From an optimization exercise on the open Yosys and OpenROAD flow, aimed at small area, a short achievable clock period and few clock cycles per item; shortcuts taken in it are not production practice. Function was checked by simulation only, so behaviour that the tests miss may differ from the original. Power is estimated from default activity; no workload was simulated.

==> inputs of build 77 <==
// axis_gain_wrapper
module axis_gain_wrapper #(
    parameter integer C_S_AXI_DATA_WIDTH = 32,
    parameter integer C_S_AXI_ADDR_WIDTH = 4,
    parameter integer AUDIO_WIDTH        = 16,
    parameter integer GAIN_FBITS         = 12
)(
    input  wire aclk,
    input  wire aresetn,
    input  wire [31:0] s_axis_tdata,
    input  wire        s_axis_tlast,
    input  wire        s_axis_tvalid,
    output wire        s_axis_tready,
    output wire [31:0] m_axis_tdata,
    output wire        m_axis_tlast,
    output wire        m_axis_tvalid,
    input  wire        m_axis_tready,
    input  wire [C_S_AXI_ADDR_WIDTH-1:0] s_axi_awaddr,
    input  wire                          s_axi_awvalid,
    output wire                          s_axi_awready,
    input  wire [C_S_AXI_DATA_WIDTH-1:0] s_axi_wdata,
    input  wire [3:0]                    s_axi_wstrb,
    input  wire                          s_axi_wvalid,
    output wire                          s_axi_wready,
    output wire [1:0]                    s_axi_bresp,
    output reg                           s_axi_bvalid,
    input  wire                          s_axi_bready,
    input  wire [C_S_AXI_ADDR_WIDTH-1:0] s_axi_araddr,
    input  wire                          s_axi_arvalid,
    output wire                          s_axi_arready,
    output reg  [C_S_AXI_DATA_WIDTH-1:0] s_axi_rdata,
    output wire [1:0]                    s_axi_rresp,
    output reg                           s_axi_rvalid,
    input  wire                          s_axi_rready
);
==> flow/config.mk <==
export PLATFORM = sky130hd
export DESIGN_NAME = axis_gain_wrapper
export DESIGN_NICKNAME = axis_gain_wrapper
export VERILOG_FILES = /design/flow/design.v
export SDC_FILE = /design/flow/constraint.sdc
export NUM_CORES = 4
export LEC_CHECK = 0
export ABC_AREA = 1
export CAP_MARGIN = 20
export CORE_MARGIN = 2
export CORE_UTILIZATION = 40
export CTS_BUF_LIST = sky130_fd_sc_hd__clkbuf_4 sky130_fd_sc_hd__clkbuf_8
export SETUP_SLACK_MARGIN = 4.35
export SLEW_MARGIN = 20
==> flow/constraint.sdc <==
create_clock -name core_clock -period 8.0 [get_ports {aclk}]
set_input_delay 1.6000 -clock core_clock [delete_from_list [all_inputs] [get_ports {aclk}]]
set_output_delay 1.6000 -clock core_clock [all_outputs]
set_load 0.01 [all_outputs]
standard.sh (not shown) runs the stock make flow with config.mk's settings and CLKGATE_MAP_FILE= SYNTH_SCRIPT=/design/flow/synth_recipe.tcl, a recipe that flattens the netlist after the stock synthesis.
==> flow/flow/run.sh <==
#!/bin/bash
# Standard layout with two changes:
#  - the port buffers use the smallest buffer cell;
#  - m_axis_tready and s_axis_tready sit next to each other (flow/io.tcl);
#  - after the standard synthesis, flow/flip_fa.py removes inverters around
#    full adders and xor gates (a full adder is self-dual, so some adders
#    take the complements of their inputs instead; an xor2 absorbs an
#    inverted input or output by becoming an xnor2); registers are not
#    touched. The gate that drives s_axis_tready (and s_axi_arready) is
#    copied for the loads inside, so the port does not share their fanout.
# Each step's output goes to its own log file in this folder.
set -euo pipefail
export BUFFER_PORTS_ARGS="-buffer_cell sky130_fd_sc_hd__buf_1"
export IO_CONSTRAINTS="$PWD/flow/io.tcl"
RES=orfs/results/sky130hd/axis_gain_wrapper/base
bash standard.sh synth > synth_flow.log 2>&1
cp "$RES/1_2_yosys.v" synth_netlist_standard.v
python3 flow/flip_fa.py synth_netlist_standard.v "$RES/1_2_yosys.v" > flip_fa.log 2>&1
touch "$RES/1_2_yosys.v"
bash standard.sh > layout_flow.log 2>&1
Other scripts of this flow, unchanged in this note and not shown: flow/flow/flip_fa.py, flow/flow/io.tcl
==> inputs of trial 57, as changes to build 77 <==
--- a/flow/flow/run.sh
+++ b/flow/flow/run.sh
@@ -1,3 +1,3 @@
 #!/bin/bash
-# Standard layout with two changes:
+# Standard layout with these changes:
 #  - the port buffers use the smallest buffer cell;
==> comparison <==
- Trial 57 finished clean. Build 77 completed with no timing, DRC or antenna violations.
- In final cell count, trial 57 and build 77 do not differ.
- Critical path depth is the same in trial 57 and build 77.
- In register-to-register slack, trial 57 and build 77 hardly differ.
- In setup slack, build 77 and trial 57 do not differ.
- Worst hold slack is the same in build 77 and trial 57.
- Flip-flop and latch count is the same in trial 57 and build 77.
- Via count is the same in build 77 and trial 57.
- First-iteration DRC count is the same in trial 57 and build 77.
- Clock power is about the same in trial 57 and build 77.
Testbench counts of build 77, summed over its fixed seeds: cycles 16,480, samples 16,384.
Testbench counts of trial 57, summed over its fixed seeds: cycles 16,480, samples 16,384.

---

==> inputs of job 5091 <==
axis_gain_wrapper, a different RTL version from the one above (not shown whole).
Settings: LEC_CHECK=0, ABC_AREA=1, CAP_MARGIN=20, CORE_MARGIN=2, CORE_UTILIZATION=40, CTS_BUF_LIST=sky130_fd_sc_hd__clkbuf_4 sky130_fd_sc_hd__clkbuf_8, SETUP_SLACK_MARGIN=4.3, SLEW_MARGIN=20; clock period 8.0 ns.
==> flow/flow/run.sh <==
#!/bin/bash
# Standard layout with two changes:
#  - the port buffers use the smallest buffer cell;
#  - m_axis_tready and s_axis_tready sit next to each other (flow/io.tcl);
#  - after the standard synthesis, flow/flip_fa.py removes inverters around
#    full adders (a full adder is self-dual, so some adders take the
#    complements of their inputs instead); registers are not touched.
# Each step's output goes to its own log file in this folder.
set -euo pipefail
export BUFFER_PORTS_ARGS="-buffer_cell sky130_fd_sc_hd__buf_1"
export IO_CONSTRAINTS="$PWD/flow/io.tcl"
RES=orfs/results/sky130hd/axis_gain_wrapper/base
bash standard.sh synth > synth_flow.log 2>&1
cp "$RES/1_2_yosys.v" synth_netlist_standard.v
python3 flow/flip_fa.py synth_netlist_standard.v "$RES/1_2_yosys.v" > flip_fa.log 2>&1
touch "$RES/1_2_yosys.v"
bash standard.sh > layout_flow.log 2>&1
Other scripts of this flow, unchanged in this note and not shown: flow/flow/flip_fa.py, flow/flow/io.tcl
==> job 1070: changes against job 5091 <==
--- a/flow/design.v
+++ b/flow/design.v
@@ -517,33 +517,41 @@
     wire lpi4 = la[4] ^ lb[4];
     wire lgi5 = la[5] & lb[5];
     wire lpi5 = la[5] ^ lb[5];
     wire lgi6 = la[6] & lb[6];
     wire lpi6 = la[6] ^ lb[6];
     wire lgi7 = la[7] & lb[7];
     wire lpi7 = la[7] ^ lb[7];
+    wire lgi8 = la[8] & lb[8];
+    wire lpi8 = la[8] ^ lb[8];
+    wire lgi9 = la[9] & lb[9];
+    wire lpi9 = la[9] ^ lb[9];
     wire qgu0_1 = lgi1 | (lpi1 & lgi0);
     wire qgu0_3 = lgi3 | (lpi3 & lgi2);
     wire qpu0_3 = lpi3 & lpi2;
     wire qgu0_5 = lgi5 | (lpi5 & lgi4);
     wire qpu0_5 = lpi5 & lpi4;
     wire qgu0_7 = lgi7 | (lpi7 & lgi6);
     wire qpu0_7 = lpi7 & lpi6;
+    wire qgu0_9 = lgi9 | (lpi9 & lgi8);
+    wire qpu0_9 = lpi9 & lpi8;
     wire qgu1_3 = qgu0_3 | (qpu0_3 & qgu0_1);
     wire qgu1_7 = qgu0_7 | (qpu0_7 & qgu0_5);
     wire qpu1_7 = qpu0_7 & qpu0_5;
     wire qgu2_7 = qgu1_7 | (qpu1_7 & qgu1_3);
-    wire qgd4_5 = qgu0_5 | (qpu0_5 & qgu1_3);
-    wire qgd5_2 = lgi2 | (lpi2 & qgu0_1);
-    wire qgd5_4 = lgi4 | (lpi4 & qgu1_3);
-    wire qgd5_6 = lgi6 | (lpi6 & qgd4_5);
-    assign cin[0] = qgu2_7;
-    wire [3:0] lg = la[11:8] & lb[11:8];
-    wire [3:0] lp = la[11:8] ^ lb[11:8];
-    assign cin[1] = lg[3] | (lp[3] & lg[2]) | (lp[3] & lp[2] & lg[1]) | (lp[3] & lp[2] & lp[1] & lg[0]);
+    wire qgd6_5 = qgu0_5 | (qpu0_5 & qgu1_3);
+    wire qgd6_9 = qgu0_9 | (qpu0_9 & qgu2_7);
+    wire qgd7_2 = lgi2 | (lpi2 & qgu0_1);
+    wire qgd7_4 = lgi4 | (lpi4 & qgu1_3);
+    wire qgd7_6 = lgi6 | (lpi6 & qgd6_5);
+    wire qgd7_8 = lgi8 | (lpi8 & qgu2_7);
+    assign cin[0] = qgd6_9;
+    wire [1:0] lg = la[11:10] & lb[11:10];
+    wire [1:0] lp = la[11:10] ^ lb[11:10];
+    assign cin[1] = lg[1] | (lp[1] & lg[0]);
     assign cin[2] = &lp;
     assign ra = {1'b1, c224, c222, c220, c218, c216, c214, c212, c210, c208, c206, c204, c202, c200, c198, c196, c194, c192, c190, c188};
     assign rb = {1'b0, pp7_16, s223, s221, s219, s217, s215, s213, s211, s209, s207, s205, s203, s201, s199, s197, s195, s193, s191, s189};
 endmodule
 module gain_recode (
     input  wire [15:0] g,
     output wire [23:0] bg
@@ -739,15 +747,15 @@
     output reg                           s_axi_rvalid,
     input  wire                          s_axi_rready
 );
     reg [31:0] reg_control;
     reg [31:0] reg_gain_l;
     reg [31:0] reg_gain_r;
     reg        wack;       
-    reg [1:0]  rsel;       
+    reg [2:0]  rsel;       
     assign s_axi_awready = wack;
     assign s_axi_wready  = wack;
     assign s_axi_bresp   = 2'b00;
     assign s_axi_rresp   = 2'b00;
     assign s_axi_arready = !s_axi_rvalid;
     wire wgo = s_axi_awvalid && s_axi_wvalid && !wack && !s_axi_bvalid && !s_axi_rvalid;
     wire [1:0] addr_w = s_axi_awaddr[3:2];
@@ -781,23 +789,24 @@
             if (rgo)
                 s_axi_rvalid <= 1'b1;
             else if (s_axi_rready)
                 s_axi_rvalid <= 1'b0;
         end
     end
     always @(posedge aclk) begin
-        if (rgo) rsel <= s_axi_araddr[3:2];
+        if (rgo) begin
+            rsel[0] <= s_axi_araddr[3:2] == 2'd0;
+            rsel[1] <= s_axi_araddr[3:2] == 2'd1;
+            rsel[2] <= s_axi_araddr[3:2] == 2'd2;
+        end
     end
     always @* begin
-        case (rsel)
-            2'd0:    s_axi_rdata = reg_control;
-            2'd1:    s_axi_rdata = reg_gain_l;
-            2'd2:    s_axi_rdata = reg_gain_r;
-            default: s_axi_rdata = 32'b0;
-        endcase
+        s_axi_rdata = ({32{rsel[0]}} & reg_control) |
+                      ({32{rsel[1]}} & reg_gain_l) |
+                      ({32{rsel[2]}} & reg_gain_r);
     end
     reg        v0, l0;
     reg [31:0] d0;
     reg [23:0] b0l, b0r;              
     reg        v1, l1;
     reg [19:0] ral, rbl, rar, rbr;    
     reg [2:0]  cil, cir;      
==> flow/config.mk (replaced) <==
export PLATFORM = sky130hd
export DESIGN_NAME = axis_gain_wrapper
export DESIGN_NICKNAME = axis_gain_wrapper
export VERILOG_FILES = /design/flow/design.v
export SDC_FILE = /design/flow/constraint.sdc
export NUM_CORES = 4
export LEC_CHECK = 0
export ABC_AREA = 1
export CAP_MARGIN = 5
export CORE_MARGIN = 2
export CORE_UTILIZATION = 40
export CTS_BUF_LIST = sky130_fd_sc_hd__clkbuf_4 sky130_fd_sc_hd__clkbuf_8
export SETUP_SLACK_MARGIN = 4.35
export SLEW_MARGIN = 5
==> impl_metrics.yaml <==
run_status:
  outcome: "timing/DRC/antenna clean"
layout:
  multi_input_area_um2: 11600
  final_common_cell: "nand2_1"
  inv_count: 316
  sh_seq_area: 0.3595
  layout.nonclk_buf_frac: 0.04549
global_route:
  grt.met3_usage: 0.05254
  globalRouteMet1Util: 0.2525
setup_path:
  critical_path.slowest_cell: "buf_6"
  crit_path_end_kind: "primary output"
  crit_top_cell: "buf_6"
  crit_family: "buffers and inverters"
die:
  die-area_um2: 57200
yosys:
  netlist_area_um2: 22120
drt:
  wl_met3_mm: 4.506
(the above is from job 1070)
==> impl_metrics.yaml <==
run_status:
  outcome: "timing/DRC/antenna clean"
layout:
  multi_input_area_um2: 11580
  syn_to_final_growth_pct: 14.91
  final_common_cell: "inv_1"
  inv_count: 347
  sh_seq_area: 0.3545
timing:
  drv_slew: 0
die:
  die-area_um2: 57000
  die_h_um: 238.7
setup_path:
  critical_path.slowest_cell: "fa_1"
  crit_top_cell: "fa_1"
  crit_family: "adder cells"
  crit_path_end_kind: "register"
global_route:
  globalRouteMet1Util: 0.2617
  grt.met3_usage: 0.05208
drt:
  wl_met3_mm: 4.721
yosys:
  netlist_area_um2: 22040
(the above is from job 5091)
Testbench counts of job 5091, summed over its fixed seeds: cycles 16,480, samples 16,384.
Testbench counts of job 1070, summed over its fixed seeds: cycles 16,480, samples 16,384.

-- port drivers added, routing unchanged --
In the flow no input, the clock included, has a driving cell. The finished layouts below were timed again as built, in two steps.
Step 1 (the two cells are an assumption about what drives the block):
set clk [get_ports {aclk}]
set_driving_cell -lib_cell sky130_fd_sc_hd__clkbuf_16 $clk
set_driving_cell -lib_cell sky130_fd_sc_hd__buf_2 [delete_from_list [all_inputs] $clk]
Step 2, shift: input delay + t, output delay - t, t = (earliest + latest rising clock arrival at the registers) / 2. This alone moves slack from input paths to output paths.
Three values: ideal, step 1, step 2; two values: the first two.
run	shift t [ns]	setup slack, ns	hold slack, ns	worst slew at a driven data input, ns
build 77	0.676	4.343 / 4.343 / 4.343	0.422 / 0.422 / 0.422	0.05
trial 57	0.676	4.343 / 4.343 / 4.343	0.422 / 0.422 / 0.422	0.05
job 5091	0.697	4.244 / 4.244 / 4.244	0.422 / 0.422 / 0.422	0.09
job 1070	0.698	4.364 / 4.315 / 4.315	0.406 / 0.406 / 0.406	0.08
After both steps setup and hold are still met in every run listed. For job 1070, which loses most, drivers alone change the setup slack by -0.049 ns; drivers and shift together by -0.049 ns.
